From an optimization exercise on the open Yosys and OpenROAD flow, aimed at small area and a short achievable clock period; shortcuts taken in it are not production practice. Function was checked by simulation only, so behaviour that the tests miss may differ from the original. Power figures rest on the tool's default switching activity, not on a simulated workload.

**flow/flow/run.sh**
```bash
#!/bin/bash
# Layout flow: the standard ORFS flow (standard.sh), with these settings changed:
#  - no full/half-adder cell extraction in synthesis (ABC maps the arithmetic);
#  - repair_timing aims for a setup slack margin of 5.5 ns, which matches the
#    period this design can reach rather than the design's much longer clock
#    period (the SDC and clock period are the standard flow's own);
#  - the delay cells (clkdlybuf4s*, dlygate*, dlymetal*) and a few weak cells are added to
#    the platform's don't-use list, so that port buffers and repair use real buffers.
# The make output goes to standard.log; ORFS keeps each step's log under orfs/logs.
set -uo pipefail
DONT_USE="sky130_fd_sc_hd__probe_p_8 sky130_fd_sc_hd__probec_p_8 sky130_fd_sc_hd__lpflow_bleeder_1 sky130_fd_sc_hd__lpflow_clkbufkapwr_1 sky130_fd_sc_hd__lpflow_clkbufkapwr_16 sky130_fd_sc_hd__lpflow_clkbufkapwr_2 sky130_fd_sc_hd__lpflow_clkbufkapwr_4 sky130_fd_sc_hd__lpflow_clkbufkapwr_8 sky130_fd_sc_hd__lpflow_clkinvkapwr_1 sky130_fd_sc_hd__lpflow_clkinvkapwr_16 sky130_fd_sc_hd__lpflow_clkinvkapwr_2 sky130_fd_sc_hd__lpflow_clkinvkapwr_4 sky130_fd_sc_hd__lpflow_clkinvkapwr_8 sky130_fd_sc_hd__lpflow_decapkapwr_12 sky130_fd_sc_hd__lpflow_decapkapwr_3 sky130_fd_sc_hd__lpflow_decapkapwr_4 sky130_fd_sc_hd__lpflow_decapkapwr_6 sky130_fd_sc_hd__lpflow_decapkapwr_8 sky130_fd_sc_hd__lpflow_inputiso0n_1 sky130_fd_sc_hd__lpflow_inputiso0p_1 sky130_fd_sc_hd__lpflow_inputiso1n_1 sky130_fd_sc_hd__lpflow_inputiso1p_1 sky130_fd_sc_hd__lpflow_inputisolatch_1 sky130_fd_sc_hd__lpflow_isobufsrc_1 sky130_fd_sc_hd__lpflow_isobufsrc_16 sky130_fd_sc_hd__lpflow_isobufsrc_2 sky130_fd_sc_hd__lpflow_isobufsrc_4 sky130_fd_sc_hd__lpflow_isobufsrc_8 sky130_fd_sc_hd__lpflow_isobufsrckapwr_16 sky130_fd_sc_hd__lpflow_lsbuf_lh_hl_isowell_tap_1 sky130_fd_sc_hd__lpflow_lsbuf_lh_hl_isowell_tap_2 sky130_fd_sc_hd__lpflow_lsbuf_lh_hl_isowell_tap_4 sky130_fd_sc_hd__lpflow_lsbuf_lh_isowell_4 sky130_fd_sc_hd__lpflow_lsbuf_lh_isowell_tap_1 sky130_fd_sc_hd__lpflow_lsbuf_lh_isowell_tap_2 sky130_fd_sc_hd__lpflow_lsbuf_lh_isowell_tap_4 sky130_fd_sc_hd__clkdlybuf4s15_1 sky130_fd_sc_hd__clkdlybuf4s15_2 sky130_fd_sc_hd__clkdlybuf4s18_1 sky130_fd_sc_hd__clkdlybuf4s18_2 sky130_fd_sc_hd__clkdlybuf4s25_1 sky130_fd_sc_hd__clkdlybuf4s25_2 sky130_fd_sc_hd__clkdlybuf4s50_1 sky130_fd_sc_hd__clkdlybuf4s50_2 sky130_fd_sc_hd__dlygate4sd1_1 sky130_fd_sc_hd__dlygate4sd2_1 sky130_fd_sc_hd__dlygate4sd3_1 sky130_fd_sc_hd__dlymetal6s2s_1 sky130_fd_sc_hd__dlymetal6s4s_1 sky130_fd_sc_hd__dlymetal6s6s_1 sky130_fd_sc_hd__a2111oi_0 sky130_fd_sc_hd__a21boi_0 sky130_fd_sc_hd__and2_0 sky130_fd_sc_hd__o21ai_0 sky130_fd_sc_hd__o311ai_0 sky130_fd_sc_hd__or2_0"
bash standard.sh ADDER_MAP_FILE= SETUP_SLACK_MARGIN=5.5 "DONT_USE_CELLS=$DONT_USE" finish > standard.log 2>&1
```
**flow/standard.sh**
```bash
#!/bin/bash
# synth_recipe.tcl (not shown) runs the flow's synth.tcl, then flattens the netlist and writes it again
# the make line also repeats each setting of config.mk as NAME=value (left out here)
make -C /OpenROAD-flow-scripts/flow DESIGN_CONFIG=/design/flow/config.mk WORK_HOME=/design/flow/orfs CLKGATE_MAP_FILE= SYNTH_SCRIPT=/design/flow/synth_recipe.tcl "${@:-finish}"
```
**flow/config.mk**
```make
export PLATFORM = sky130hd
export DESIGN_NAME = fpa_with_regisers
export DESIGN_NICKNAME = fpa_with_regisers
export VERILOG_FILES = /design/flow/design.v
export SDC_FILE = /design/flow/constraint.sdc
export NUM_CORES = 4
export LEC_CHECK = 0
export ABC_AREA = 1
export CAP_MARGIN = 20
export CORE_MARGIN = 2
export CORE_UTILIZATION = 30
export SLEW_MARGIN = 20
export SYNTH_HIERARCHICAL = 0
```
**flow/constraint.sdc**
```tcl
create_clock -name core_clock -period 11.0 [get_ports {clk}]
set_input_delay 2.2000 -clock core_clock [delete_from_list [all_inputs] [get_ports {clk}]]
set_output_delay 2.2000 -clock core_clock [all_outputs]
set_load 0.01 [all_outputs]
```
**flow/design.v**
```verilog
module CLA_adder (x, y, s, cout, c23);
  input  [23:0] x, y;
  output [23:0] s;
  output cout;
  output c23;           
  wire [23:0] h = x ^ y;
  wire [23:0] a = x & y;
  wire [23:0] o = x | y;
  wire [5:0] g, p;
  genvar j;
  generate
    for (j = 0; j < 6; j = j + 1) begin : gp
      assign g[j] = a[4*j+3] | (a[4*j+2] & o[4*j+3]) | (a[4*j] & o[4*j+3] & o[4*j+2]);
      assign p[j] = &o[4*j+3:4*j];
    end
  endgenerate
  wire [6:0] c;
  assign c[0] = 1'b0;
  assign c[1] = g[0];
  assign c[2] = g[1] | (p[1] & g[0]);
  wire   g30 = g[3] | (p[3] & g[2]);
  wire   p30 = p[3] & p[2];
  assign c[3] = g[2] | (p[2] & c[2]);
  assign c[4] = g30 | (p30 & c[2]);
  assign c[5] = g[4] | (p[4] & c[4]);
  wire   g54 = g[5] | (p[5] & g[4]);
  wire   p54 = p[5] & p[4];
  assign c[6] = g54 | (p54 & c[4]);
  assign cout = c[6];
  generate
    for (j = 0; j < 6; j = j + 1) begin : sm
      wire ci = c[j];
      wire k0 = ci;
      wire k1 = a[4*j]   | (h[4*j] & ci);
      wire k2 = a[4*j+1] | (h[4*j+1] & a[4*j]) | (h[4*j+1] & h[4*j] & ci);
      wire k3 = a[4*j+2] | (h[4*j+2] & a[4*j+1]) | (h[4*j+2] & h[4*j+1] & a[4*j])
              | (h[4*j+2] & h[4*j+1] & h[4*j] & ci);
      assign s[4*j+3:4*j] = h[4*j+3:4*j] ^ {k3, k2, k1, k0};
      if (j == 5) begin : top
        assign c23 = k3;
      end
    end
  endgenerate
endmodule
module fpa_with_regisers (clk, reset, en, inputA, inputB, result, OF);
  input clk, reset, en;
  input [31:0] inputA, inputB;
  output [31:0] result;
  output OF;
  wire [59:0] st_in;
  wire        ofa_in;
  reg  [59:0] st;      
  reg         ofa;     
  reg         fresh;
  wire [31:0] res_in;
  reg  [31:0] result_r;
  fpa_align al (.A(inputA), .B(inputB), .st(st_in), .ofa(ofa_in));
  always @(posedge clk) begin
    if (en)
      st <= st_in;
    if (reset) begin
      ofa   <= 1'b0;
      fresh <= 1'b1;
    end else if (en) begin
      ofa   <= ofa_in;
      fresh <= 1'b0;
    end
    if (reset | (en & fresh))
      result_r <= 32'd0;
    else if (en)
      result_r <= res_in;
  end
  fpa_add  ad (.st(st), .ofa(ofa), .O(res_in), .OF(OF));
  assign result = result_r;
endmodule
module fpa_align (A, B, st, ofa);
  input  [31:0] A, B;
  output [59:0] st;
  output ofa;
  wire [7:0]  ea_raw = A[30:23];
  wire [7:0]  eb_raw = B[30:23];
  wire        ha = |ea_raw;
  wire        hb = |eb_raw;
  wire        a_zero = ~ha & ~|A[22:0];
  wire        b_zero = ~hb & ~|B[22:0];
  wire        sel_a = (&ea_raw) | b_zero;
  wire        sel_b = (&eb_raw) | a_zero;
  wire        sub = A[31] ^ B[31];
  wire        swap = (A[30:0] <= B[30:0]) & ~sel_a;
  wire [7:0]  e_big   = swap ? eb_raw : ea_raw;
  wire [23:0] m_big   = swap ? {hb, B[22:0]} : {ha, A[22:0]};
  wire [23:0] m_small = swap ? {ha, A[22:0]} ^ {24{sub}} : {hb, B[22:0]} ^ {24{sub}};
  wire        h_small = swap ? ha : hb;
  wire        sign    = swap ? B[31] : A[31];
  wire [8:0]  dab = {1'b0, ea_raw} - {1'b0, eb_raw};
  wire [7:0]  dba = eb_raw - ea_raw;
  wire        far_ab = (|dab[7:5]) | (dab[4] & dab[3]);    
  wire        far_ba = (|dba[7:5]) | (dba[4] & dba[3]);
  wire [4:0]  d_raw   = dab[8] ? dba[4:0] : dab[4:0];
  wire        far_raw = dab[8] ? far_ba : far_ab;
  wire [7:0]  ea_m1 = ea_raw - 8'd1;
  wire [7:0]  eb_m1 = eb_raw - 8'd1;
  wire        far_a1 = (|ea_raw[7:5]) | ((&ea_raw[4:3]) & (|ea_raw[2:0]));    
  wire        far_b1 = (|eb_raw[7:5]) | ((&eb_raw[4:3]) & (|eb_raw[2:0]));
  wire [4:0]  d   = ~ha ? (hb ? eb_m1[4:0] : 5'd0) : ~hb ? ea_m1[4:0] : d_raw;
  wire        far = ~ha ? (hb & far_b1) : ~hb ? far_a1 : far_raw;
  wire        eqexp = (ea_raw == eb_raw) | ((ea_raw[7:1] == 7'd0) & (eb_raw[7:1] == 7'd0));
  wire [47:0] ext = {{24{sub}}, m_small} >> d[4:0];
  wire [23:0] y   = far ? {24{sub}} : ext[23:0];
  wire        y23 = sub ^ (eqexp & h_small);
  assign ofa = ~(m_big[23] ^ y23);
  assign st = {sel_a | sel_b, sign, eqexp & ~sub, sub, e_big, m_big, y};
endmodule
module fpa_add (st, ofa, O, OF);
  input  [59:0] st;
  input  ofa;
  output [31:0] O;
  output OF;
  wire        special = st[59];
  wire        sign    = st[58];
  wire        shr_eq  = st[57];
  wire        sub     = st[56];
  wire [7:0]  e_raw   = st[55:48];
  wire [23:0] x       = st[47:24];
  wire [23:0] y       = st[23:0];
  wire [7:0]  e_big   = {e_raw[7:1], e_raw[0] | ~x[23]};
  wire [23:0] s;
  wire        cout, c23;
  CLA_adder add (.x(x), .y(y), .s(s), .cout(cout), .c23(c23));
  assign OF = ofa & (x[23] ^ c23);
  wire        shr = shr_eq | (~sub & cout);
  reg  [4:0]  jn;
  integer i;
  always @(*) begin
    jn = 5'd1;
    for (i = 3; i <= 23; i = i + 1)
      if (s[i]) jn = 5'd24 - i[4:0];
  end
  wire [4:0]  j = shr ? 5'd0 : jn;
  wire [23:0] sl = s << j;
  wire [7:0]  o_e = special ? e_raw : e_big + 8'd1 - {3'd0, j};
  wire [22:0] o_m = special ? x[22:0] : sl[23:1];
  assign O = {sign, o_e, o_m};
endmodule
```
==> results of run 1 <==
## per-stage QoR
step	power (mW)	instance area (µm²)	utilization, %
4_1_cts	1.92	11300	33.6
5_1_grt	2.11	11400	34.0
2_1_floorplan	1.33	10200	-
6_report	1.94	11400	34.0
3_5_place_dp	1.59	10900	32.5
3_3_place_gp	1.58	10900	32.5
## repair_timing
item	in CTS	in global routing
gates resized for setup	12	22
buffers inserted	1	9
endpoints found under the setup margin	23	23
cloned	3	2
hold endpoints to repair	0	0
pin swaps	1	6
## cell usage in the layout, fill, tap and decap left out, types with 34 or more instances in the layout
| cell | count |
|---|---|
| a21oi_1 | 82 |
| buf_1 | 105 |
| dfxtp_1 | 34 |
| edfxtp_1 | 60 |
| inv_1 | 180 |
| nand2_1 | 450 |
| nand3_1 | 272 |
| nor2_1 | 150 |
| o21ai_1 | 123 |
| xor2_1 | 38 |
## sequential cells by signal (all words and copies together) (netlist names)
register,cells
fresh,1
ofa,1
result_r,32
st,60
## area by class of cell
| class | instances | area, µm² |
|---|---|---|
| fill | 3804 | 22100 |
| multi-input combinational | 1337 | 6810 |
| sequential | 94 | 2480 |
| inverter | 204 | 779 |
| tap | 448 | 561 |
| timing repair buffer | 117 | 469 |
| clock buffer | 9 | 225 |
| clock inverter | 7 | 71.3 |
| timing repair inverter | 2 | 15.0 |
## power by group
part           total (mW)  leakage, nW  internal [mW]  switching, mW
logic                1.15         4.13          0.358          0.789
clock network       0.324        0.140          0.177          0.147
registers           0.473        0.865          0.434         0.0388
total                1.94         5.13          0.969          0.975
## tightest hold or removal path, stage by stage (launching register included)
cell and delay, ns:
dfxtp_1 0.32, nand2_1 0.06, nand2_1 0.04
## path summary, 6_finish.rpt
path / endpoint / slack [ns] / cells past startpoint
max: st[4]$_DFFE_PP_ / 5.78 / 20
max reg2reg: result_r[22]$_SDFFE_PP0P_ / 6.50 / 26
min reg2reg: fresh$_SDFFE_PP1P_ / 0.46 / 2
min: fresh$_SDFFE_PP1P_ / 0.46 / 2
## cell families after synthesis
kind of cell / count (synthesis) / share of synthesized area [%]
AO/OA/AOI/OAI: 268 / 14.9
AND/OR/NAND/NOR: 1010 / 45.0
flip-flops: 94 / 24.3
multiplexers: 4 / 0.404
XOR/XNOR: 52 / 5.00
buffers and inverters: 271 / 10.5
## metal layers
layer  routed length (µm)  global-route usage (%)  vias to the layer above
li1                     -                       -                     5785
met1                16600                    27.6                     5195
met2                15500                    31.0                      440
met3                 2310                    2.10                       53
met4                  649                    4.15                        0
met5                    0                       0                        -
==> impl_metrics.csv, run 1 <==
group,metric,value,unit
outcome,status,"no timing/DRC/antenna violations",
synth,mappedNetlistArea,10200,µm²
grt,antenna_found_initial,1,
synth,synth_edf_count,60,
synth,synth_fp_nets,1766,
die,rows,67,
route,routedWlPerCell,15.8,µm
cells_and_area,syn2layout_area_growth,11.6,%
pwr,p_leak,5.13,nW
grt,grt_pass1_vias,10392,
clocking,clkLatencyLatePin,0.36,ns
sta,finalWorstSetupSlack,5.78,ns
sta,report.final.slew_viol_count,0,
worst_setup_path,cpPeakStageDelay,0.32,ns
synth,synthCells,1699,
sta,setup_viol,0,
sta,hold_ws,0.460,ns
worst_setup_path,crit_fanout,28,
synth,synth_most_common_cell,"nand2_1",
min_path,min_path_type,"register to register",
pwr,vdd_drop_max,0.0861,mV
pwr,power.density,170,nW/µm²
worst_setup_path,worstSetupStartpoint,"inputA[27]",
synth,ys_seq_area_share,24.3,%
placement,io_buffers,99,
synth,yosysWarningCount,2,
route,wl,35000,µm
route,vias_per_cell,5.17,
synth,avgSynthCellArea,6.02,µm²
sta,max-slew-margin-rel,43.5,%
sta,rsz0062_at_grt,"false",
die,boundaryPins,100,
grt,grt_pass1_wl,55300,µm
grt,grt.total_usage,19.2,%
worst_setup_path,slowest_stage,"nor4_4",
clocking,cts_buffers,9,
die,dieArea,35600,µm²
clocking,cts_tree,"done",
synth,synthTopCellsByArea,"edfxtp_1 18%, nand2_1 17%, nand3_1 13%, inv_1 6.8%, dfxtp_1 6.7%",
sta,hold_viol_final,0,
die,die_x,189,µm
worst_setup_path,rr_startpoint,"st[37]$_DFFE_PP_",
placement,dp_cells,2187,
worst_setup_path,critPathCaptureType,"register",
worst_setup_path,worstPathRequired,11.08,ns
sta,tightest_slew,0.842,ns
route,num_vias,11473,
synth,synth_seq_cells,94,
sta,post-route-period-util,47.5,%
cells_and_area,drive_gt1_share,8.25,%
run,cap_violations,0,
cells_and_area,diodes,0,
synth,synthFlopType,"edfxtp_1",
die,core-area,33500,µm²
clocking,cts_max_level,3,
clocking,clock-root-buffer,"clkbuf_16",
placement,place_ws,4.43,ns
sta,timing.final.crit_period,5.22,ns
worst_setup_path,cpMostUsedCell,"nand3_1",
grt,globalRouteOverflowTotal,0,
sta,setup_tns,0,ns
clocking,clock_path_buffers,2,
clocking,cts.clk_slew.worst_paths,0.07,ns
cells_and_area,num-nets-final,1832,
worst_setup_path,worstPathBufferInverterCount,3,
die,die_y,189,µm
placement,place_hpwl,27100,µm
die,initial_core_util,30.5,%
worst_setup_path,start_kind,"input pin",
placement,place.gp.congestion,0.923,
clocking,ctsHoldBuffers,0,
route,detail-route-antenna-nets,0,
route,drt_iter0_drc,1155,
worst_setup_path,cpLargestDelayFamily,"simple AND/OR/NAND/NOR gates",
min_path,hold_start,"fresh$_SDFFE_PP1P_",
route,drc,0,
synth,synth_commonest_cells,"451 x nand2_1, 273 x nand3_1, 184 x inv_1",
route,drt_pre_antenna_iters,8,
worst_setup_path,path_cells,"buf_1 -> nor2_1 -> nor2_2 -> inv_2 -> nor4_4 -> nand3_2 -> a31o_1 -> nand3_1 -> o41ai_4 -> buf_6 -> nand2_4 -> nand2_1 -> o21ai_1 -> xor2_1 -> nand2_1 -> nand3_1 -> nand3_1 -> nand3_1 -> nand3_1 -> nand3_1",
synth,async_flop_share,0,%
grt,grt_max_degree,58,
sta,fmax,191,MHz
worst_setup_path,arrival,5.31,ns
sta,fin_skew,0.0137,ns
clocking,clock_sinks,94,
synth,ys_types,59,
synth,synth_area_leader_cell,"edfxtp_1",
cells_and_area,instances_no_fill,2218,
worst_setup_path,crit_type,"input pin to register",
synth,netlist.area_leader.share,17.6,%
==> inputs of run 2 (changes only) <==
--- a/flow/design.v
+++ b/flow/design.v
@@ -95,17 +95,20 @@
   wire [8:0]  dab = {1'b0, ea_raw} - {1'b0, eb_raw};
   wire [7:0]  dba = eb_raw - ea_raw;
-  wire        far_ab = (|dab[7:5]) | (dab[4] & dab[3]);    
-  wire        far_ba = (|dba[7:5]) | (dba[4] & dba[3]);
+  wire        far_ab = |dab[7:5];    
+  wire        far_ba = |dba[7:5];
   wire [4:0]  d_raw   = dab[8] ? dba[4:0] : dab[4:0];
   wire        far_raw = dab[8] ? far_ba : far_ab;
   wire [7:0]  ea_m1 = ea_raw - 8'd1;
   wire [7:0]  eb_m1 = eb_raw - 8'd1;
-  wire        far_a1 = (|ea_raw[7:5]) | ((&ea_raw[4:3]) & (|ea_raw[2:0]));    
-  wire        far_b1 = (|eb_raw[7:5]) | ((&eb_raw[4:3]) & (|eb_raw[2:0]));
+  wire        far_a1 = (|ea_raw[7:6]) | (ea_raw[5] & (|ea_raw[4:0]));    
+  wire        far_b1 = (|eb_raw[7:6]) | (eb_raw[5] & (|eb_raw[4:0]));
   wire [4:0]  d   = ~ha ? (hb ? eb_m1[4:0] : 5'd0) : ~hb ? ea_m1[4:0] : d_raw;
   wire        far = ~ha ? (hb & far_b1) : ~hb ? far_a1 : far_raw;
   wire        eqexp = (ea_raw == eb_raw) | ((ea_raw[7:1] == 7'd0) & (eb_raw[7:1] == 7'd0));
-  wire [47:0] ext = {{24{sub}}, m_small} >> d[4:0];
-  wire [23:0] y   = far ? {24{sub}} : ext[23:0];
+  wire [23:0] t1  = d[0] ? {{1{sub}}, m_small[23:1]} : m_small;
+  wire [23:0] t2  = d[1] ? {{2{sub}}, t1[23:2]} : t1;
+  wire [23:0] t4  = d[2] ? {{4{sub}}, t2[23:4]} : t2;
+  wire [23:0] t8  = d[3] ? {{8{sub}}, t4[23:8]} : t4;
+  wire [23:0] y   = far ? {24{sub}} : d[4] ? {{16{sub}}, t8[23:16]} : t8;
   wire        y23 = sub ^ (eqexp & h_small);
   assign ofa = ~(m_big[23] ^ y23);
==> flow/flow/run.sh (replaced) <==
#!/bin/bash
# Layout flow: the standard ORFS flow (standard.sh), with these settings changed:
#  - no full/half-adder cell extraction in synthesis (ABC maps the arithmetic);
#  - repair_timing aims for a setup slack margin of 6.2 ns, which matches the
#    period this design can reach rather than the design's much longer clock
#    period (the SDC and clock period are the standard flow's own);
#  - the delay cells (clkdlybuf4s*, dlygate*, dlymetal*) and a few weak cells are added to
#    the platform's don't-use list, so that port buffers and repair use real buffers.
# The make output goes to standard.log; ORFS keeps each step's log under orfs/logs.
set -uo pipefail
DONT_USE="sky130_fd_sc_hd__probe_p_8 sky130_fd_sc_hd__probec_p_8 sky130_fd_sc_hd__lpflow_bleeder_1 sky130_fd_sc_hd__lpflow_clkbufkapwr_1 sky130_fd_sc_hd__lpflow_clkbufkapwr_16 sky130_fd_sc_hd__lpflow_clkbufkapwr_2 sky130_fd_sc_hd__lpflow_clkbufkapwr_4 sky130_fd_sc_hd__lpflow_clkbufkapwr_8 sky130_fd_sc_hd__lpflow_clkinvkapwr_1 sky130_fd_sc_hd__lpflow_clkinvkapwr_16 sky130_fd_sc_hd__lpflow_clkinvkapwr_2 sky130_fd_sc_hd__lpflow_clkinvkapwr_4 sky130_fd_sc_hd__lpflow_clkinvkapwr_8 sky130_fd_sc_hd__lpflow_decapkapwr_12 sky130_fd_sc_hd__lpflow_decapkapwr_3 sky130_fd_sc_hd__lpflow_decapkapwr_4 sky130_fd_sc_hd__lpflow_decapkapwr_6 sky130_fd_sc_hd__lpflow_decapkapwr_8 sky130_fd_sc_hd__lpflow_inputiso0n_1 sky130_fd_sc_hd__lpflow_inputiso0p_1 sky130_fd_sc_hd__lpflow_inputiso1n_1 sky130_fd_sc_hd__lpflow_inputiso1p_1 sky130_fd_sc_hd__lpflow_inputisolatch_1 sky130_fd_sc_hd__lpflow_isobufsrc_1 sky130_fd_sc_hd__lpflow_isobufsrc_16 sky130_fd_sc_hd__lpflow_isobufsrc_2 sky130_fd_sc_hd__lpflow_isobufsrc_4 sky130_fd_sc_hd__lpflow_isobufsrc_8 sky130_fd_sc_hd__lpflow_isobufsrckapwr_16 sky130_fd_sc_hd__lpflow_lsbuf_lh_hl_isowell_tap_1 sky130_fd_sc_hd__lpflow_lsbuf_lh_hl_isowell_tap_2 sky130_fd_sc_hd__lpflow_lsbuf_lh_hl_isowell_tap_4 sky130_fd_sc_hd__lpflow_lsbuf_lh_isowell_4 sky130_fd_sc_hd__lpflow_lsbuf_lh_isowell_tap_1 sky130_fd_sc_hd__lpflow_lsbuf_lh_isowell_tap_2 sky130_fd_sc_hd__lpflow_lsbuf_lh_isowell_tap_4 sky130_fd_sc_hd__clkdlybuf4s15_1 sky130_fd_sc_hd__clkdlybuf4s15_2 sky130_fd_sc_hd__clkdlybuf4s18_1 sky130_fd_sc_hd__clkdlybuf4s18_2 sky130_fd_sc_hd__clkdlybuf4s25_1 sky130_fd_sc_hd__clkdlybuf4s25_2 sky130_fd_sc_hd__clkdlybuf4s50_1 sky130_fd_sc_hd__clkdlybuf4s50_2 sky130_fd_sc_hd__dlygate4sd1_1 sky130_fd_sc_hd__dlygate4sd2_1 sky130_fd_sc_hd__dlygate4sd3_1 sky130_fd_sc_hd__dlymetal6s2s_1 sky130_fd_sc_hd__dlymetal6s4s_1 sky130_fd_sc_hd__dlymetal6s6s_1 sky130_fd_sc_hd__a2111oi_0 sky130_fd_sc_hd__a21boi_0 sky130_fd_sc_hd__and2_0 sky130_fd_sc_hd__o21ai_0 sky130_fd_sc_hd__o311ai_0 sky130_fd_sc_hd__or2_0"
bash standard.sh ADDER_MAP_FILE= SETUP_SLACK_MARGIN=6.2 "DONT_USE_CELLS=$DONT_USE" finish > standard.log 2>&1
--- a/flow/config.mk
+++ b/flow/config.mk
@@ -11,3 +11,3 @@
 export CORE_UTILIZATION = 30
 export SLEW_MARGIN = 20
-export SYNTH_HIERARCHICAL = 0
+export SYNTH_HIERARCHICAL = 1
==> run 2 against run 1 <==
Critical path depth down 3. Non-clock buffer count up 33. Highest routed layer is now met5. Sequential power down 2%. First-iteration DRC count up 11%. Global-route usage up 0.90 points. Worst hold slack better by 0.0080 ns. Largest power group unchanged. Synthesized area up 4.3%. Final cell count up 8.8%. Die area up 4.2%. Count of clock-buffer cells in the layout up 1. Setup slack better by 0.54 ns. Flip-flop and latch count unchanged.
==> impl_metrics.csv, run 2 <==
group,metric,value,unit
worst_setup_path,crit_fanout,15,
cells_and_area,reg_top3,"st (60), result_r (32)",
synth,yosysWarningCount,8,
route,routedWlPerCell,16.2,µm
placement,place.gp.congestion,0.970,
synth,yosys.area_share.simple,52.2,%
synth,synthCells,1850,
worst_setup_path,critPathCaptureType,"register",
synth,synth_fp_nets,1917,
grt,antenna_found_initial,3,
sta,fin_skew,0.00768,ns
route,drt_pre_antenna_iters,7,
min_path,hold_start,"result_r[1]$_SDFFE_PP0P_",
synth,synth-compound-area-share,10.5,%
grt,grt.total_usage,20.1,%
synth,avgSynthCellArea,5.77,µm²
die,dieArea,37100,µm²
worst_setup_path,rr_startpoint,"st[2]$_DFFE_PP_",
pwr,share_seq_of_total_power,23.6,%
grt,grt_pass1_wl,58800,µm
sta,post-route-period-util,42.6,%
grt,grt_max_degree,51,
cells_and_area,seqCellArea,2480,µm²
sta,hold_viol_final,0,
route,drc,0,
synth,synthTopCellsByArea,"nand2_1 23%, nand3_1 19%, edfxtp_1 17%, dfxtp_1 6.4%, inv_1 6.2%",
clocking,cts_max_level,3,
cells_and_area,top_register,"st",
synth,muxShareOfSynthArea,0.106,%
synth,synth_edf_count,60,
route,vias_per_cell,5.25,
sta,max-slew-margin-rel,30.9,%
grt,globalRouteOverflowTotal,0,
pwr,comb_power_share,60.5,%
pwr,p_leak,5.89,nW
route,num_vias,12676,
placement,io_buffers,99,
synth,ys_seq_area_share,23.3,%
worst_setup_path,start_kind,"input pin",
placement,place_hpwl,29800,µm
worst_setup_path,worstPathRequired,11.10,ns
route,wl,39200,µm
sta,finalWorstSetupSlack,6.32,ns
pwr,power.density,158,nW/µm²
route,detail-route-antenna-nets,0,
synth,synth_seq_cells,94,
worst_setup_path,worstSetupStartpoint,"inputA[24]",
clocking,clock-root-buffer,"clkbuf_16",
clocking,clkLatencyLatePin,0.35,ns
die,boundaryPins,100,
synth,synth_most_common_cell,"nand2_1",
clocking,cts.clk_slew.worst_paths,0.07,ns
synth,synthAdderAreaFrac,0,%
placement,place_ws,4.42,ns
die,rows,69,
cells_and_area,utilization,35.2,%
route,drt_iter0_drc,1283,
sta,timing.final.crit_period,4.68,ns
synth,synth_area_leader_cell,"nand2_1",
sta,rsz0062_at_grt,"true",
synth,synthFlopType,"edfxtp_1",
synth,async_flop_share,0,%
sta,fmax,214,MHz
die,initial_core_util,30.2,%
cells_and_area,final_common_cell,"nand2_1",
die,die_y,193,µm
synth,synth_xor_area_share,2.71,%
synth,synth_top_family_by_area,"simple AND/OR/NAND/NOR gates",
die,core-area,35300,µm²
sta,report.final.slew_viol_count,0,
cells_and_area,fillers,3858,
clocking,clock_path_buffers,2,
synth,ys_types,49,
pwr,vdd_drop_max,0.0884,mV
cells_and_area,largest_reg_flops,60,
die,die_x,193,µm
cells_and_area,syn2layout_area_growth,16.6,%
worst_setup_path,arrival,4.78,ns
worst_setup_path,crit_type,"input pin to register",
cells_and_area,multi_input_area,7510,µm²
sta,setup_viol,0,
clocking,cts_buffers,9,
cells_and_area,drive_gt1_share,13.8,%
pwr,p_sw,0.980,mW
grt,grt_pass1_vias,10916,
outcome,status,"no timing/DRC/antenna violations",
min_path,min_path_type,"register to register",
synth,netlist.area_leader.share,22.6,%
synth,synth_commonest_cells,"641 x nand2_1, 397 x nand3_1, 177 x inv_1",
pwr,power_frac_clock,15.9,%
clocking,cts_tree,"done",
cells_and_area,final_cell_mix,"629 x nand2_1, 357 x nand3_1, 169 x inv_1",
pwr,p_int,0.984,mW
clocking,ctsHoldBuffers,0,
sta,tightest_slew,1.04,ns
cells_and_area,num-nets-final,2013,
sta,setup_tns,0,ns
clocking,clock_sinks,94,
pwr,switching_share,49.9,%
run,cap_violations,0,
synth,mappedNetlistArea,10700,µm²
## run 2: metal layers
| metal | vias up | wire, µm | share of wire (%) | global-route usage (%) |
|---|---|---|---|---|
| met5 | - | 13 | 0.033 | 0 |
| met4 | 2 | 1060 | 2.7 | 6.05 |
| met3 | 79 | 3440 | 8.8 | 4.55 |
| met2 | 565 | 17100 | 44 | 30.8 |
| met1 | 5741 | 17600 | 45 | 28.1 |
| li1 | 6289 | - | - | - |
## run 2: power groups by stage
stage / registers (mW) / logic (mW) / clock network [mW]
floorplan: 0.461 / 0.840 / 0
global placement: 0.470 / 1.08 / 0
detailed placement: 0.471 / 1.08 / 0
CTS: 0.463 / 1.10 / 0.318
global route: 0.468 / 1.32 / 0.331
finish: 0.463 / 1.19 / 0.312
## run 2: timing repair
item | in CTS | in global routing
resized for setup | 42 | 110
setup endpoints to repair | 45 | 30
pin swaps | 4 | 24
buffers inserted | 6 | 35
hold endpoints to repair | 0 | 0
gates cloned | 5 | 7
## run 2: layout make-up
class,instances,area share [%]
clock buffer,10,1.84
multi-input combinational,1486,60.3
clock inverter,6,0.573
sequential,94,20.0
timing repair buffer,150,5.96
inverter,203,6.55
tap,461,4.64
timing repair inverter,2,0.111
antenna,2,0.0402
## run 2: modules after synthesis (local to each module, per instance)
module	copies in the design	area, µm²
fpa_align	1	4160
fpa_with_regisers	1	3140
fpa_add	1	2270
CLA_adder	1	1100
## run 2: worst paths after layout
check                                                 end  slack, ns  cells after the start
worst max register to register  result_r[30]$_SDFFE_PP0P_       6.66                     30
worst min-delay path             result_r[1]$_SDFFE_PP0P_       0.47                      2
worst min register to register   result_r[1]$_SDFFE_PP0P_       0.47                      2
worst max-delay path                     st[14]$_DFFE_PP_       6.32                     17
## run 2: stage by stage
stage | hold WS, ns | area [µm²] | instances | power, mW
after floorplan | 0.453 | 10700 | 1850 | 1.30
after global placement | 0.449 | 11200 | 2343 | 1.55
after detailed placement | 0.457 | 11200 | 2343 | 1.55
after CTS | 0.468 | 11800 | 2370 | 1.89
after global routing | 0.483 | 12400 | 2413 | 2.12
final | 0.468 | 12400 | 2414 | 1.96
## run 2: worst max-delay path, cell delays in order
cell and delay, ns:
buf_1 0.19, nor2_1 0.16, inv_2 0.07, nor2_1 0.16
inv_2 0.08, nor3_2 0.22, nand2_2 0.14, inv_2 0.19
o211ai_1 0.35, nand2_8 0.30, inv_6 0.11, nand3_1 0.12
nand2_1 0.06, nand2_1 0.05, nand2_1 0.06, o211ai_1 0.23
nand2_1 0.09
## run 2: logic make-up (layout without fill, tap and decap cells)
group | Yosys count | after routing
XOR/XNOR | 33 | 33
AND/OR/NAND/NOR | 1265 | 1272
buffers and inverters | 277 | 371
flip-flops | 94 | 94
AO/OA/AOI/OAI | 180 | 180
multiplexers | 1 | 1
other | 0 | 2
==> inputs of run 3 (changes only) <==
==> flow/flow/run.sh (replaced) <==
#!/bin/bash
# Layout flow: the standard ORFS flow (standard.sh), with these settings changed:
#  - no full/half-adder cell extraction in synthesis (ABC maps the arithmetic);
#  - repair_timing aims for a setup slack margin of 6.0 ns, which matches the
#    period this design can reach rather than the design's much longer clock
#    period (the SDC and clock period are the standard flow's own);
#  - the delay cells (clkdlybuf4s*, dlygate*, dlymetal*) and a few weak cells are added to
#    the platform's don't-use list, so that port buffers and repair use real buffers.
# The make output goes to standard.log; ORFS keeps each step's log under orfs/logs.
set -uo pipefail
DONT_USE="sky130_fd_sc_hd__probe_p_8 sky130_fd_sc_hd__probec_p_8 sky130_fd_sc_hd__lpflow_bleeder_1 sky130_fd_sc_hd__lpflow_clkbufkapwr_1 sky130_fd_sc_hd__lpflow_clkbufkapwr_16 sky130_fd_sc_hd__lpflow_clkbufkapwr_2 sky130_fd_sc_hd__lpflow_clkbufkapwr_4 sky130_fd_sc_hd__lpflow_clkbufkapwr_8 sky130_fd_sc_hd__lpflow_clkinvkapwr_1 sky130_fd_sc_hd__lpflow_clkinvkapwr_16 sky130_fd_sc_hd__lpflow_clkinvkapwr_2 sky130_fd_sc_hd__lpflow_clkinvkapwr_4 sky130_fd_sc_hd__lpflow_clkinvkapwr_8 sky130_fd_sc_hd__lpflow_decapkapwr_12 sky130_fd_sc_hd__lpflow_decapkapwr_3 sky130_fd_sc_hd__lpflow_decapkapwr_4 sky130_fd_sc_hd__lpflow_decapkapwr_6 sky130_fd_sc_hd__lpflow_decapkapwr_8 sky130_fd_sc_hd__lpflow_inputiso0n_1 sky130_fd_sc_hd__lpflow_inputiso0p_1 sky130_fd_sc_hd__lpflow_inputiso1n_1 sky130_fd_sc_hd__lpflow_inputiso1p_1 sky130_fd_sc_hd__lpflow_inputisolatch_1 sky130_fd_sc_hd__lpflow_isobufsrc_1 sky130_fd_sc_hd__lpflow_isobufsrc_16 sky130_fd_sc_hd__lpflow_isobufsrc_2 sky130_fd_sc_hd__lpflow_isobufsrc_4 sky130_fd_sc_hd__lpflow_isobufsrc_8 sky130_fd_sc_hd__lpflow_isobufsrckapwr_16 sky130_fd_sc_hd__lpflow_lsbuf_lh_hl_isowell_tap_1 sky130_fd_sc_hd__lpflow_lsbuf_lh_hl_isowell_tap_2 sky130_fd_sc_hd__lpflow_lsbuf_lh_hl_isowell_tap_4 sky130_fd_sc_hd__lpflow_lsbuf_lh_isowell_4 sky130_fd_sc_hd__lpflow_lsbuf_lh_isowell_tap_1 sky130_fd_sc_hd__lpflow_lsbuf_lh_isowell_tap_2 sky130_fd_sc_hd__lpflow_lsbuf_lh_isowell_tap_4 sky130_fd_sc_hd__clkdlybuf4s15_1 sky130_fd_sc_hd__clkdlybuf4s15_2 sky130_fd_sc_hd__clkdlybuf4s18_1 sky130_fd_sc_hd__clkdlybuf4s18_2 sky130_fd_sc_hd__clkdlybuf4s25_1 sky130_fd_sc_hd__clkdlybuf4s25_2 sky130_fd_sc_hd__clkdlybuf4s50_1 sky130_fd_sc_hd__clkdlybuf4s50_2 sky130_fd_sc_hd__dlygate4sd1_1 sky130_fd_sc_hd__dlygate4sd2_1 sky130_fd_sc_hd__dlygate4sd3_1 sky130_fd_sc_hd__dlymetal6s2s_1 sky130_fd_sc_hd__dlymetal6s4s_1 sky130_fd_sc_hd__dlymetal6s6s_1 sky130_fd_sc_hd__a2111oi_0 sky130_fd_sc_hd__a21boi_0 sky130_fd_sc_hd__and2_0 sky130_fd_sc_hd__o21ai_0 sky130_fd_sc_hd__o311ai_0 sky130_fd_sc_hd__or2_0"
bash standard.sh ADDER_MAP_FILE= SETUP_SLACK_MARGIN=6.0 "DONT_USE_CELLS=$DONT_USE" finish > standard.log 2>&1
==> run 3 against run 2 <==
Synthesized area did not move. Total power fell by 2.5%. Die area did not move. Non-clock buffer count fell by 29. Clock skew barely moved. First-iteration DRC count fell by 5.1%. Combinational power fell by 4%. Worst hold slack barely moved. Synthesized cell count did not move. Critical endpoint is now st[4]$_DFFE_PP_. Highest routed layer unchanged.
==> impl_metrics.csv, run 3 <==
group,metric,value,unit
synth,yosysWarningCount,8,
clocking,cts_max_level,3,
placement,io_buffers,99,
synth,synth_fp_nets,1917,
placement,place_hpwl,29800,µm
pwr,vdd_drop_max,0.0885,mV
worst_setup_path,path_cells,"clkbuf_2 -> inv_1 -> nand2_1 -> nor2_1 -> inv_1 -> nor3_4 -> nand2_4 -> nand2_1 -> inv_1 -> o21ai_4 -> nand2_4 -> clkinv_8 -> nand3_1 -> nand3_1 -> nand2_1 -> nand2_1 -> nand2_1 -> nand2_1 -> nand3_1",
synth,async_flop_share,0,%
cells_and_area,fillers,3903,
worst_setup_path,crit_fanout,15,
sta,setup_tns,0,ns
route,drt_iter0_drc,1218,
cells_and_area,seqCellArea,2480,µm²
clocking,cts_buffers,9,
run,cap_violations,0,
min_path,worstHoldPathCells,2,
sta,hold_viol_final,0,
die,core-area,35300,µm²
die,dieArea,37100,µm²
sta,post-route-period-util,43.7,%
sta,fin_skew,0.00747,ns
worst_setup_path,rr_worst_depth,30,
route,num_vias,12416,
sta,hold_ws,0.468,ns
grt,grt.total_usage,19.9,%
route,routedWlPerCell,16.0,µm
clocking,cts.clk_slew.worst_paths,0.06,ns
min_path,min_path_type,"register to register",
worst_setup_path,cpMostUsedCell,"nand2_1",
synth,synth_edf_count,60,
synth,synthFlopType,"edfxtp_1",
worst_setup_path,critPathCaptureType,"register",
sta,rsz0062_at_grt,"true",
sta,timing.final.crit_period,4.81,ns
synth,synth_seq_cells,94,
grt,globalRouteOverflowTotal,0,
worst_setup_path,worstPathRequired,11.09,ns
clocking,clock_path_buffers,2,
synth,ys_types,49,
route,drt_pre_antenna_iters,6,
sta,setup_viol,0,
cells_and_area,utilization,33.9,%
cells_and_area,final_common_cell,"nand2_1",
worst_setup_path,cpPeakStageDelay,0.27,ns
cells_and_area,reg_top3,"st (60), result_r (32)",
worst_setup_path,rr_startpoint,"st[2]$_DFFE_PP_",
die,boundaryPins,100,
route,wl,38200,µm
synth,ys_seq_area_share,23.3,%
pwr,power.density,160,nW/µm²
cells_and_area,num-nets-final,1982,
die,rows,69,
pwr,finalPower,1.92,mW
grt,grt_max_degree,51,
sta,fmax,208,MHz
synth,netlist.area_leader.share,22.6,%
sta,max-slew-margin-rel,31.5,%
route,drc,0,
route,detail-route-antenna-nets,0,
clocking,ctsHoldBuffers,0,
route,vias_per_cell,5.21,
cells_and_area,final_cell_mix,"638 x nand2_1, 394 x nand3_1, 171 x inv_1",
placement,placed_area,11200,µm²
worst_setup_path,slowest_stage,"o21ai_4",
cells_and_area,syn2layout_area_growth,12.4,%
clocking,clock-root-buffer,"clkbuf_16",
synth,synth_commonest_cells,"641 x nand2_1, 397 x nand3_1, 177 x inv_1",
cells_and_area,top_register,"st",
die,initial_core_util,30.2,%
cells_and_area,drive_gt1_share,9.74,%
worst_setup_path,reg2reg_to,"result_r[30]$_SDFFE_PP0P_",
worst_setup_path,arrival,4.90,ns
worst_setup_path,ff2ff_setup_slack,6.54,ns
clocking,clkLatencyLatePin,0.35,ns
grt,grt_pass1_vias,10846,
die,die_y,193,µm
cells_and_area,multi_input_area,7230,µm²
pwr,p_leak,5.70,nW
placement,place.gp.congestion,0.970,
worst_setup_path,crit_type,"input pin to register",
grt,grt_pass1_wl,58300,µm
die,die_x,193,µm
clocking,cts_tree,"done",
synth,synth_most_common_cell,"nand2_1",
cells_and_area,fin_area,12000,µm²
synth,avgSynthCellArea,5.77,µm²
sta,report.final.slew_viol_count,0,
synth,mappedNetlistArea,10700,µm²
synth,synthTopCellsByArea,"nand2_1 23%, nand3_1 19%, edfxtp_1 17%, dfxtp_1 6.4%, inv_1 6.2%",
clocking,clock_sinks,94,
grt,antenna_found_initial,3,
sta,tightest_slew,1.03,ns
cells_and_area,largest_reg_flops,60,
min_path,whs_endpoint,"result_r[1]$_SDFFE_PP0P_",
outcome,status,"no timing/DRC/antenna violations",
min_path,hold_start,"result_r[1]$_SDFFE_PP0P_",
worst_setup_path,start_kind,"input pin",
synth,synth_area_leader_cell,"nand2_1",
synth,synthCells,1850,
run 3: cell types whose count changed in the layout (fill, tap and decap cells not counted), sizes merged:
cell    previous run  this run
nand2            675       674
clkinv             4         6
clkbuf            23        27
nor2             135       134
buf              137       104
diode              2         1
inv              201       199
run 3: what timing repair did:
action,CTS,global route
gates resized for setup,19,69
pin swaps,2,8
setup endpoints to repair,39,28
buffers inserted,2,10
cloned,2,8
run 3: power by group:
part | total (mW) | switching (mW) | leakage [nW] | internal, mW
Clock | 0.312 | 0.135 | 0.139 | 0.178
Combinational | 1.14 | 0.785 | 4.70 | 0.356
Sequential | 0.463 | 0.0336 | 0.864 | 0.429
run 3: final cells by class:
type,count,area share (%)
Inverter,203,6.68
Tap cell,461,4.81
Clock inverter,6,0.595
Sequential cell,94,20.7
Timing Repair inverter,2,0.115
Antenna cell,1,0.0209
Timing Repair Buffer,121,4.84
Multi-Input combinational cell,1484,60.3
Clock buffer,10,1.91
run 3: cell families (layout without fill, tap and decap cells):
kind of cell / count (synthesis) / in the layout / synth area share, %
buf+inv: 277 / 342 / 11.2
simple gates: 1265 / 1270 / 52.2
mux: 1 / 1 / 0.106
other cells: 0 / 1 / 0
flops: 94 / 94 / 23.3
compound gates: 180 / 180 / 10.5
xor+xnor: 33 / 33 / 2.71
run 3: stage by stage:
step | cells | setup WS [ns]
2_1_floorplan | 1850 | 6.65
3_3_place_gp | 2343 | 4.39
3_5_place_dp | 2343 | 4.42
4_1_cts | 2363 | 6.01
5_1_grt | 2382 | 5.96
6_report | 2382 | 6.19
run 3: worst max path at each step:
stage | endpoint | slack, ns | startpoint | depth (start not counted)
after floorplan | st[3]$_DFFE_PP_ | 6.65 | inputB[24] | 20
after global placement | st[7]$_DFFE_PP_ | 4.39 | inputB[29] | 24
after detailed placement | st[7]$_DFFE_PP_ | 4.42 | inputA[25] | 23
after CTS | st[7]$_DFFE_PP_ | 6.01 | inputB[26] | 23
after global routing | st[0]$_DFFE_PP_ | 5.96 | inputB[19] | 23
final | st[4]$_DFFE_PP_ | 6.19 | inputB[24] | 19
run 3: worst max-delay path, delay by kind of cell:
kind | cells | cell delay [ns]
AO/OA/AOI/OAI | 1 | 0.27
buffers and inverters | 5 | 0.66
AND/OR/NAND/NOR | 13 | 1.73
run 3: modules after synthesis (local to each module, per instance):
module	copies in the design	flip-flops and latches	cells	cell area, µm²
fpa_with_regisers	1	94	209	3140
fpa_align	1	0	903	4160
CLA_adder	1	0	244	1100
fpa_add	1	0	494	2270
run 3: per-layer routing:
| layer | routed length, µm | part of all wire [%] | vias to the layer above | global-route usage, % |
|---|---|---|---|---|
| met2 | 16700 | 44 | 548 | 30.5 |
| li1 | - | - | 6227 | - |
| met4 | 902 | 2.4 | 2 | 5.55 |
| met3 | 3140 | 8.2 | 62 | 4.31 |
| met1 | 17500 | 46 | 5577 | 28.1 |
| met5 | 13 | 0.034 | - | 0 |
==> inputs of run 4 (changes only) <==
--- a/flow/design.v
+++ b/flow/design.v
@@ -48,7 +48,7 @@
   output [31:0] result;
   output OF;
-  wire [59:0] st_in;
+  wire [60:0] st_in;
   wire        ofa_in;
-  reg  [59:0] st;      
+  reg  [60:0] st;      
   reg         ofa;     
   reg         fresh;
@@ -76,5 +76,5 @@
 module fpa_align (A, B, st, ofa);
   input  [31:0] A, B;
-  output [59:0] st;
+  output [60:0] st;
   output ofa;
   wire [7:0]  ea_raw = A[30:23];
@@ -106,25 +106,26 @@
   wire        far = ~ha ? (hb & far_b1) : ~hb ? far_a1 : far_raw;
   wire        eqexp = (ea_raw == eb_raw) | ((ea_raw[7:1] == 7'd0) & (eb_raw[7:1] == 7'd0));
-  wire [23:0] t1  = d[0] ? {{1{sub}}, m_small[23:1]} : m_small;
-  wire [23:0] t2  = d[1] ? {{2{sub}}, t1[23:2]} : t1;
+  wire [23:0] t2  = d[1] ? {{2{sub}}, m_small[23:2]} : m_small;
   wire [23:0] t4  = d[2] ? {{4{sub}}, t2[23:4]} : t2;
   wire [23:0] t8  = d[3] ? {{8{sub}}, t4[23:8]} : t4;
-  wire [23:0] y   = far ? {24{sub}} : d[4] ? {{16{sub}}, t8[23:16]} : t8;
+  wire [23:0] yp  = far ? {24{sub}} : d[4] ? {{16{sub}}, t8[23:16]} : t8;
   wire        y23 = sub ^ (eqexp & h_small);
   assign ofa = ~(m_big[23] ^ y23);
-  assign st = {sel_a | sel_b, sign, eqexp & ~sub, sub, e_big, m_big, y};
+  assign st = {sel_a | sel_b, sign, eqexp & ~sub, sub, e_big, m_big, yp, d[0]};
 endmodule
 module fpa_add (st, ofa, O, OF);
-  input  [59:0] st;
+  input  [60:0] st;
   input  ofa;
   output [31:0] O;
   output OF;
-  wire        special = st[59];
-  wire        sign    = st[58];
-  wire        shr_eq  = st[57];
-  wire        sub     = st[56];
-  wire [7:0]  e_raw   = st[55:48];
-  wire [23:0] x       = st[47:24];
-  wire [23:0] y       = st[23:0];
+  wire        special = st[60];
+  wire        sign    = st[59];
+  wire        shr_eq  = st[58];
+  wire        sub     = st[57];
+  wire [7:0]  e_raw   = st[56:49];
+  wire [23:0] x       = st[48:25];
+  wire [23:0] yp      = st[24:1];
+  wire        d0      = st[0];
+  wire [23:0] y       = d0 ? {sub, yp[23:1]} : yp;
   wire [7:0]  e_big   = {e_raw[7:1], e_raw[0] | ~x[23]};
   wire [23:0] s;
==> flow/flow/run.sh (replaced) <==
#!/bin/bash
# Layout flow: the standard ORFS flow (standard.sh), with these settings changed:
#  - no full/half-adder cell extraction in synthesis (ABC maps the arithmetic);
#  - repair_timing aims for a setup slack margin of 6.2 ns, which matches the
#    period this design can reach rather than the design's much longer clock
#    period (the SDC and clock period are the standard flow's own);
#  - the delay cells (clkdlybuf4s*, dlygate*, dlymetal*) and a few weak cells are added to
#    the platform's don't-use list, so that port buffers and repair use real buffers.
# The make output goes to standard.log; ORFS keeps each step's log under orfs/logs.
set -uo pipefail
DONT_USE="sky130_fd_sc_hd__probe_p_8 sky130_fd_sc_hd__probec_p_8 sky130_fd_sc_hd__lpflow_bleeder_1 sky130_fd_sc_hd__lpflow_clkbufkapwr_1 sky130_fd_sc_hd__lpflow_clkbufkapwr_16 sky130_fd_sc_hd__lpflow_clkbufkapwr_2 sky130_fd_sc_hd__lpflow_clkbufkapwr_4 sky130_fd_sc_hd__lpflow_clkbufkapwr_8 sky130_fd_sc_hd__lpflow_clkinvkapwr_1 sky130_fd_sc_hd__lpflow_clkinvkapwr_16 sky130_fd_sc_hd__lpflow_clkinvkapwr_2 sky130_fd_sc_hd__lpflow_clkinvkapwr_4 sky130_fd_sc_hd__lpflow_clkinvkapwr_8 sky130_fd_sc_hd__lpflow_decapkapwr_12 sky130_fd_sc_hd__lpflow_decapkapwr_3 sky130_fd_sc_hd__lpflow_decapkapwr_4 sky130_fd_sc_hd__lpflow_decapkapwr_6 sky130_fd_sc_hd__lpflow_decapkapwr_8 sky130_fd_sc_hd__lpflow_inputiso0n_1 sky130_fd_sc_hd__lpflow_inputiso0p_1 sky130_fd_sc_hd__lpflow_inputiso1n_1 sky130_fd_sc_hd__lpflow_inputiso1p_1 sky130_fd_sc_hd__lpflow_inputisolatch_1 sky130_fd_sc_hd__lpflow_isobufsrc_1 sky130_fd_sc_hd__lpflow_isobufsrc_16 sky130_fd_sc_hd__lpflow_isobufsrc_2 sky130_fd_sc_hd__lpflow_isobufsrc_4 sky130_fd_sc_hd__lpflow_isobufsrc_8 sky130_fd_sc_hd__lpflow_isobufsrckapwr_16 sky130_fd_sc_hd__lpflow_lsbuf_lh_hl_isowell_tap_1 sky130_fd_sc_hd__lpflow_lsbuf_lh_hl_isowell_tap_2 sky130_fd_sc_hd__lpflow_lsbuf_lh_hl_isowell_tap_4 sky130_fd_sc_hd__lpflow_lsbuf_lh_isowell_4 sky130_fd_sc_hd__lpflow_lsbuf_lh_isowell_tap_1 sky130_fd_sc_hd__lpflow_lsbuf_lh_isowell_tap_2 sky130_fd_sc_hd__lpflow_lsbuf_lh_isowell_tap_4 sky130_fd_sc_hd__clkdlybuf4s15_1 sky130_fd_sc_hd__clkdlybuf4s15_2 sky130_fd_sc_hd__clkdlybuf4s18_1 sky130_fd_sc_hd__clkdlybuf4s18_2 sky130_fd_sc_hd__clkdlybuf4s25_1 sky130_fd_sc_hd__clkdlybuf4s25_2 sky130_fd_sc_hd__clkdlybuf4s50_1 sky130_fd_sc_hd__clkdlybuf4s50_2 sky130_fd_sc_hd__dlygate4sd1_1 sky130_fd_sc_hd__dlygate4sd2_1 sky130_fd_sc_hd__dlygate4sd3_1 sky130_fd_sc_hd__dlymetal6s2s_1 sky130_fd_sc_hd__dlymetal6s4s_1 sky130_fd_sc_hd__dlymetal6s6s_1 sky130_fd_sc_hd__a2111oi_0 sky130_fd_sc_hd__a21boi_0 sky130_fd_sc_hd__and2_0 sky130_fd_sc_hd__o21ai_0 sky130_fd_sc_hd__o311ai_0 sky130_fd_sc_hd__or2_0"
bash standard.sh ADDER_MAP_FILE= SETUP_SLACK_MARGIN=6.2 "DONT_USE_CELLS=$DONT_USE" finish > standard.log 2>&1
==> run 4 against run 3 <==
Via count fell by 1.0%. Maximum frequency up 2.3%. Global-route usage is 1.1 points lower. Core utilization increased by 0.93 points.
==> impl_metrics.csv, run 4 <==
group,metric,value,unit
outcome,status,"no timing/DRC/antenna violations",
sta,tightest_slew,0.960,ns
grt,globalRouteOverflowTotal,0,
clocking,clock-root-buffer,"clkbuf_16",
clocking,cts.clk_slew.worst_paths,0.07,ns
cells_and_area,num-nets-final,2008,
die,die_y,193,µm
grt,grt_max_degree,55,
cells_and_area,fillers,3881,
sta,max-slew-margin-rel,35.4,%
worst_setup_path,rr_worst_depth,34,
sta,post-route-period-util,42.8,%
sta,fin_skew,0.0161,ns
placement,place_hpwl,27500,µm
cells_and_area,final_common_cell,"nand2_1",
synth,synth_most_common_cell,"nand2_1",
placement,place_ws,5.17,ns
die,dieArea,37200,µm²
worst_setup_path,crit_type,"register to output pin",
worst_setup_path,critPathCaptureType,"output pin",
synth,synth_edf_count,61,
synth,synthFlopType,"edfxtp_1",
synth,async_flop_share,0,%
sta,hold_ws,0.462,ns
synth,synth_area_leader_cell,"nand2_1",
route,wl,36500,µm
sta,fmax,213,MHz
route,drt_iter0_drc,1017,
synth,yosysWarningCount,8,
cells_and_area,diodes,0,
die,core-area,35300,µm²
route,drt_pre_antenna_iters,6,
synth,mappedNetlistArea,10700,µm²
cells_and_area,reg_top3,"st (61), result_r (32)",
worst_setup_path,crit_fanout,7,
sta,timing.final.crit_period,4.70,ns
worst_setup_path,ff2ff_setup_slack,6.60,ns
placement,place.gp.congestion,0.926,
min_path,min_path_type,"register to register",
min_path,worstHoldPathCells,2,
grt,antenna_found_initial,0,
placement,dp_cells,2343,
synth,avgSynthCellArea,5.77,µm²
worst_setup_path,arrival,2.50,ns
pwr,p_leak,5.80,nW
clocking,cts_buffers,9,
cells_and_area,final_cell_mix,"627 x nand2_1, 350 x nand3_1, 171 x inv_1",
grt,grt_pass1_vias,10562,
route,num_vias,12286,
die,die_x,193,µm
route,routedWlPerCell,15.2,µm
synth,ys_types,48,
route,vias_per_cell,5.10,
clocking,clock_sinks,95,
route,drc,0,
route,detail-route-antenna-nets,0,
clocking,ctsHoldBuffers,0,
clocking,cts_max_level,3,
synth,netlist.area_leader.share,22.5,%
die,boundaryPins,100,
cells_and_area,syn2layout_area_growth,15.2,%
synth,synth_commonest_cells,"641 x nand2_1, 352 x nand3_1, 173 x inv_1",
die,rows,69,
synth,synth_fp_nets,1919,
clocking,clock_path_buffers,2,
cells_and_area,largest_reg_flops,61,
pwr,finalPower,2.09,mW
sta,finalWorstSetupSlack,6.30,ns
sta,hold_viol_final,0,
clocking,clkLatencyLatePin,0.37,ns
clocking,cts_tree,"done",
grt,grt_pass1_wl,55400,µm
sta,rsz0062_at_grt,"true",
cells_and_area,instances_no_fill,2407,
worst_setup_path,worstPathRequired,8.80,ns
synth,ys_seq_area_share,23.5,%
placement,io_buffers,99,
synth,synthCells,1852,
worst_setup_path,start_kind,"register",
synth,synth_seq_cells,95,
sta,setup_viol,0,
pwr,power.density,170,nW/µm²
cells_and_area,drive_gt1_share,12.6,%
pwr,vdd_drop_max,0.0989,mV
synth,synthTopCellsByArea,"nand2_1 23%, edfxtp_1 17%, nand3_1 16%, dfxtp_1 6.4%, inv_1 6.1%",
sta,report.final.slew_viol_count,0,
grt,grt.total_usage,18.8,%
cells_and_area,top_register,"st",
die,initial_core_util,30.3,%
sta,setup_tns,0,ns
run,cap_violations,0,
## run 4: critical path, cell delays in order (launching register included)
cell and delay, ns:
edfxtp_1 0.39, buf_6 0.17, buf_12 0.14, nand2_4 0.05, o21ai_2 0.06, nor2_2 0.14, nor2_1 0.07, nor2_1 0.13
nand2_1 0.09, a21oi_2 0.18, nand2_4 0.08, nand2_4 0.06, nand2_4 0.07, nand2_4 0.09, nand2_4 0.05, nand2_2 0.07
nand2_2 0.06, nor2_2 0.10, buf_2 0.13
## run 4: path summary, 6_finish.rpt
check | to | startpoint
hold / removal | result_r[0]$_SDFFE_PP0P_ | result_r[0]$_SDFFE_PP0P_
setup reg to reg | result_r[30]$_SDFFE_PP0P_ | st[0]$_DFFE_PP_
hold reg to reg | result_r[0]$_SDFFE_PP0P_ | result_r[0]$_SDFFE_PP0P_
setup / recovery | OF | st[0]$_DFFE_PP_
## run 4: cell type report
cell class	count	area [µm²]	share of cell area (%)
clock buffer	9	225	1.83
timing repair buffer	144	707	5.74
tap	461	577	4.68
inverter	204	801	6.50
timing repair inverter	2	11.3	0.0914
multi-input combinational	1485	7420	60.3
clock inverter	7	61.3	0.498
sequential	95	2510	20.4
## run 4: what timing repair did
item	in CTS	in global routing
gates cloned	4	9
resized for setup	17	108
endpoints found under the setup margin	57	56
pin swaps	2	25
hold endpoints to repair	0	0
setup buffers	3	32
## run 4: metrics by stage
step                instance area [µm²]  utilization [%]
finish                            12300             34.9
global route                      12300             34.9
CTS                               11700             33.0
detailed placement                11200             31.8
global placement                  11200             31.8
floorplan                         10700                -
## run 4: power breakdown
part           switching [mW]  leakage (nW)  internal, mW
clock network           0.153         0.141         0.158
logic                   0.893          4.78         0.421
registers              0.0336         0.873         0.436
total                    1.08          5.80          1.02
## run 4: cell families (layout without fill, tap and decap cells)
kind of cell,after synthesis,count (layout),share of synthesized area (%)
multiplexers,1,1,0.105
flip-flops,95,95,23.5
buffers and inverters,281,366,11.4
AND/OR/NAND/NOR,1232,1240,50.5
XOR/XNOR,34,34,2.78
AO/OA/AOI/OAI,209,210,11.8
## run 4: Yosys stat by module, one instance, submodules excluded
module / cells / times used / cell area, µm² / flip-flops and latches
fpa_align: 838 / 1 / 3890 / 0
fpa_with_regisers: 210 / 1 / 3170 / 95
fpa_add: 560 / 1 / 2530 / 0
CLA_adder: 244 / 1 / 1100 / 0
## run 4: metal layers
layer | wire length, µm | up-vias | global-route usage (%)
met5 | 0 | - | 0
met3 | 2630 | 62 | 2.38
met1 | 16900 | 5509 | 27.2
met4 | 1130 | 0 | 5.70
met2 | 15800 | 483 | 28.9
li1 | - | 6232 | -
==> inputs of run 5 (changes only) <==
==> flow/flow/run.sh (replaced) <==
#!/bin/bash
# Layout flow: the standard ORFS flow (standard.sh), with these settings changed:
#  - no full/half-adder cell extraction in synthesis (ABC maps the arithmetic);
#  - repair_timing aims for a setup slack margin of 5.8 ns, which matches the
#    period this design can reach rather than the design's much longer clock
#    period (the SDC and clock period are the standard flow's own);
#  - the delay cells (clkdlybuf4s*, dlygate*, dlymetal*) and a few weak cells are added to
#    the platform's don't-use list, so that port buffers and repair use real buffers.
# The make output goes to standard.log; ORFS keeps each step's log under orfs/logs.
set -uo pipefail
DONT_USE="sky130_fd_sc_hd__probe_p_8 sky130_fd_sc_hd__probec_p_8 sky130_fd_sc_hd__lpflow_bleeder_1 sky130_fd_sc_hd__lpflow_clkbufkapwr_1 sky130_fd_sc_hd__lpflow_clkbufkapwr_16 sky130_fd_sc_hd__lpflow_clkbufkapwr_2 sky130_fd_sc_hd__lpflow_clkbufkapwr_4 sky130_fd_sc_hd__lpflow_clkbufkapwr_8 sky130_fd_sc_hd__lpflow_clkinvkapwr_1 sky130_fd_sc_hd__lpflow_clkinvkapwr_16 sky130_fd_sc_hd__lpflow_clkinvkapwr_2 sky130_fd_sc_hd__lpflow_clkinvkapwr_4 sky130_fd_sc_hd__lpflow_clkinvkapwr_8 sky130_fd_sc_hd__lpflow_decapkapwr_12 sky130_fd_sc_hd__lpflow_decapkapwr_3 sky130_fd_sc_hd__lpflow_decapkapwr_4 sky130_fd_sc_hd__lpflow_decapkapwr_6 sky130_fd_sc_hd__lpflow_decapkapwr_8 sky130_fd_sc_hd__lpflow_inputiso0n_1 sky130_fd_sc_hd__lpflow_inputiso0p_1 sky130_fd_sc_hd__lpflow_inputiso1n_1 sky130_fd_sc_hd__lpflow_inputiso1p_1 sky130_fd_sc_hd__lpflow_inputisolatch_1 sky130_fd_sc_hd__lpflow_isobufsrc_1 sky130_fd_sc_hd__lpflow_isobufsrc_16 sky130_fd_sc_hd__lpflow_isobufsrc_2 sky130_fd_sc_hd__lpflow_isobufsrc_4 sky130_fd_sc_hd__lpflow_isobufsrc_8 sky130_fd_sc_hd__lpflow_isobufsrckapwr_16 sky130_fd_sc_hd__lpflow_lsbuf_lh_hl_isowell_tap_1 sky130_fd_sc_hd__lpflow_lsbuf_lh_hl_isowell_tap_2 sky130_fd_sc_hd__lpflow_lsbuf_lh_hl_isowell_tap_4 sky130_fd_sc_hd__lpflow_lsbuf_lh_isowell_4 sky130_fd_sc_hd__lpflow_lsbuf_lh_isowell_tap_1 sky130_fd_sc_hd__lpflow_lsbuf_lh_isowell_tap_2 sky130_fd_sc_hd__lpflow_lsbuf_lh_isowell_tap_4 sky130_fd_sc_hd__clkdlybuf4s15_1 sky130_fd_sc_hd__clkdlybuf4s15_2 sky130_fd_sc_hd__clkdlybuf4s18_1 sky130_fd_sc_hd__clkdlybuf4s18_2 sky130_fd_sc_hd__clkdlybuf4s25_1 sky130_fd_sc_hd__clkdlybuf4s25_2 sky130_fd_sc_hd__clkdlybuf4s50_1 sky130_fd_sc_hd__clkdlybuf4s50_2 sky130_fd_sc_hd__dlygate4sd1_1 sky130_fd_sc_hd__dlygate4sd2_1 sky130_fd_sc_hd__dlygate4sd3_1 sky130_fd_sc_hd__dlymetal6s2s_1 sky130_fd_sc_hd__dlymetal6s4s_1 sky130_fd_sc_hd__dlymetal6s6s_1 sky130_fd_sc_hd__a2111oi_0 sky130_fd_sc_hd__a21boi_0 sky130_fd_sc_hd__and2_0 sky130_fd_sc_hd__o21ai_0 sky130_fd_sc_hd__o311ai_0 sky130_fd_sc_hd__or2_0"
bash standard.sh ADDER_MAP_FILE= SETUP_SLACK_MARGIN=5.8 "DONT_USE_CELLS=$DONT_USE" finish > standard.log 2>&1
==> run 5 against run 4 <==
Still clean. Clock skew about the same. Flip-flop and latch count is the same. Synthesized area is the same. First-iteration DRC count down 7.4%. Non-clock buffer count shrank 29. Global-route usage decreased by 0.57 points. Sequential power about the same. Total power is 4.4% lower. Via count fell by 3.3%. Sequential share of layout area increased by 1.1 points.
==> impl_metrics.csv, run 5 <==
group,metric,value,unit
synth,synth_commonest_cells,"641 x nand2_1, 352 x nand3_1, 173 x inv_1",
die,rows,69,
synth,synth_fp_nets,1919,
cells_and_area,top_register,"st",
synth,synth_most_common_cell,"nand2_1",
pwr,p_leak,5.56,nW
grt,antenna_found_initial,0,
route,drc,0,
synth,ys_seq_area_share,23.5,%
synth,mappedNetlistArea,10700,µm²
route,drt_iter0_drc,942,
cells_and_area,num-nets-final,1971,
route,vias_per_cell,5.01,
synth,async_flop_share,0,%
synth,synthFlopType,"edfxtp_1",
clocking,clock_path_buffers,2,
clocking,cts.clk_slew.worst_paths,0.07,ns
synth,synth_area_leader_cell,"nand2_1",
die,core-area,35300,µm²
min_path,min_path_type,"register to register",
worst_setup_path,slowest_stage,"o21ai_4",
worst_setup_path,cpMostUsedCell,"nand2_1",
worst_setup_path,worstSetupStartpoint,"inputA[23]",
sta,setup_viol,0,
grt,grt_use_met3,2.38,%
pwr,power.density,172,nW/µm²
clocking,ctsHoldBuffers,0,
outcome,status,"no timing/DRC/antenna violations",
worst_setup_path,crit_fanout,26,
grt,grt_max_degree,97,
sta,tightest_slew,1.03,ns
synth,synthCells,1852,
sta,report.final.slew_viol_count,0,
worst_setup_path,cpPeakStageDelay,0.63,ns
placement,io_buffers,99,
die,die_x,193,µm
clocking,cts_max_level,3,
cells_and_area,syn2layout_area_growth,9.15,%
route,detail-route-antenna-nets,0,
cells_and_area,final_cell_mix,"639 x nand2_1, 352 x nand3_1, 173 x inv_1",
grt,grt_pass1_wl,53900,µm
synth,synth_edf_count,61,
die,dieArea,37200,µm²
grt,grt.total_usage,18.2,%
sta,fin_skew,0.0162,ns
sta,timing.final.crit_period,4.95,ns
cells_and_area,reg_top3,"st (61), result_r (32)",
worst_setup_path,rr_startpoint,"st[0]$_DFFE_PP_",
die,die_y,193,µm
synth,avgSynthCellArea,5.77,µm²
grt,globalRouteOverflowTotal,0,
worst_setup_path,start_kind,"input pin",
cells_and_area,final_common_cell,"nand2_1",
clocking,clkLatencyLatePin,0.37,ns
cells_and_area,drive_gt1_share,8.64,%
grt,gr-usage-met1,26.6,%
route,routedWlPerCell,14.5,µm
synth,synth_seq_cells,95,
pwr,vdd_drop_max,0.0989,mV
route,wl,34400,µm
sta,fmax,202,MHz
clocking,cts_buffers,9,
clocking,clock_sinks,95,
sta,hold_viol_final,0,
min_path,hold_start,"result_r[0]$_SDFFE_PP0P_",
worst_setup_path,ff2ff_setup_slack,6.37,ns
worst_setup_path,path_cells,"buf_1 -> nor2_1 -> inv_2 -> nor2_2 -> inv_2 -> nor3_2 -> nand2_2 -> clkinv_2 -> nand2_1 -> o21ai_4 -> inv_4 -> nand3_1 -> nand2_1 -> nand2_1 -> nand2_1 -> nand2_1 -> nand2_1 -> nand2_1 -> nand3_1",
sta,setup_tns,0,ns
clocking,clock-root-buffer,"clkbuf_16",
route,num_vias,11878,
run,cap_violations,0,
==> run 5: worst paths after layout <==
kind / endpoint / depth (start not counted)
worst min-delay path: result_r[0]$_SDFFE_PP0P_ / 2
worst max register to register: result_r[22]$_SDFFE_PP0P_ / 29
worst max-delay path: st[7]$_DFFE_PP_ / 19
worst min register to register: result_r[0]$_SDFFE_PP0P_ / 2
==> run 5: Yosys stat by module (local to each module, per instance) <==
module             cells  cell area (µm²)  times used  flops+latches
CLA_adder            244             1100           1              0
fpa_add              560             2530           1              0
fpa_align            838             3890           1              0
fpa_with_regisers    210             3170           1             95
==> run 5: power by group <==
group | switching (mW) | leakage, nW | total [mW] | internal (mW)
combinational | 0.844 | 4.55 | 1.23 | 0.383
sequential | 0.0311 | 0.873 | 0.467 | 0.436
clock | 0.152 | 0.141 | 0.310 | 0.158
total | 1.03 | 5.56 | 2.00 | 0.977
==> run 5: per-layer routing <==
metal	share of wire (%)	up-vias
li1	-	6136
met1	48	5310
met2	43	386
met3	6.5	46
met4	2.6	0
met5	0	-
==> run 5: repair_timing <==
item / 4_1_cts / 5_1_grt
pin swaps: 0 / 2
resized for setup: 4 / 17
cloned: 0 / 3
buffers inserted: 0 / 8
setup endpoints to repair: 35 / 55
==> run 5: cell type report <==
class | count | area (µm²)
clock buffers | 9 | 225
clock inverters | 7 | 61.3
fillers | 3918 | 23600
inverters | 204 | 783
multi-input cells | 1479 | 7050
flip-flops and latches | 95 | 2510
well taps | 461 | 577
repair buffers | 115 | 460
==> run 5: metrics by stage <==
step                util [%]  hold slack (ns)  area, µm²
finish                  33.1            0.462      11700
global route            33.1            0.482      11700
detailed placement      31.8            0.453      11200
global placement        31.8            0.451      11200
CTS                     32.7            0.464      11500
floorplan                  -            0.453      10700
==> run 5: logic make-up (layout without fill, tap and decap cells) <==
group	after synthesis	count (layout)	share of synthesized area, %
AND/OR/NAND/NOR	1232	1235	50.5
buffers and inverters	281	335	11.4
AO/OA/AOI/OAI	209	209	11.8
flip-flops	95	95	23.5
XOR/XNOR	34	34	2.78
multiplexers	1	1	0.105
==> run 5: critical path, delay by kind of cell <==
kind | cells | cell delay (ns)
AOI/OAI and AO/OA | 1 | 0.63
and+or+nand+nor | 13 | 1.45
buffers and inverters | 5 | 0.73

-- afterwards: timing with drivers on the ports --
The flow's constraints put no driver on any port. The routed layouts listed below were extracted and timed again, unchanged, in two steps. Step 1, drivers: a clkbuf_16 drives clk and a buf_2 each remaining input, both assumed. Step 2 also shifts input and output timing later by t, the mid clock arrival at the registers, as if the neighbouring blocks saw the same clock. Three values: ideal, step 1, step 2; two values: the first two.
| run | t, ns | setup WS [ns] |
|---|---|---|
| run 1 | 0.399 | 5.777 / 5.781 / 5.382 |
| run 2 | 0.397 | 6.318 / 6.345 / 5.948 |
| run 3 | 0.395 | 6.189 / 6.213 / 5.818 |
| run 4 | 0.409 | 6.295 / 6.250 / 5.955 |
| run 5 | 0.408 | 6.047 / 6.055 / 5.655 |
After both steps every run listed still meets setup and hold.
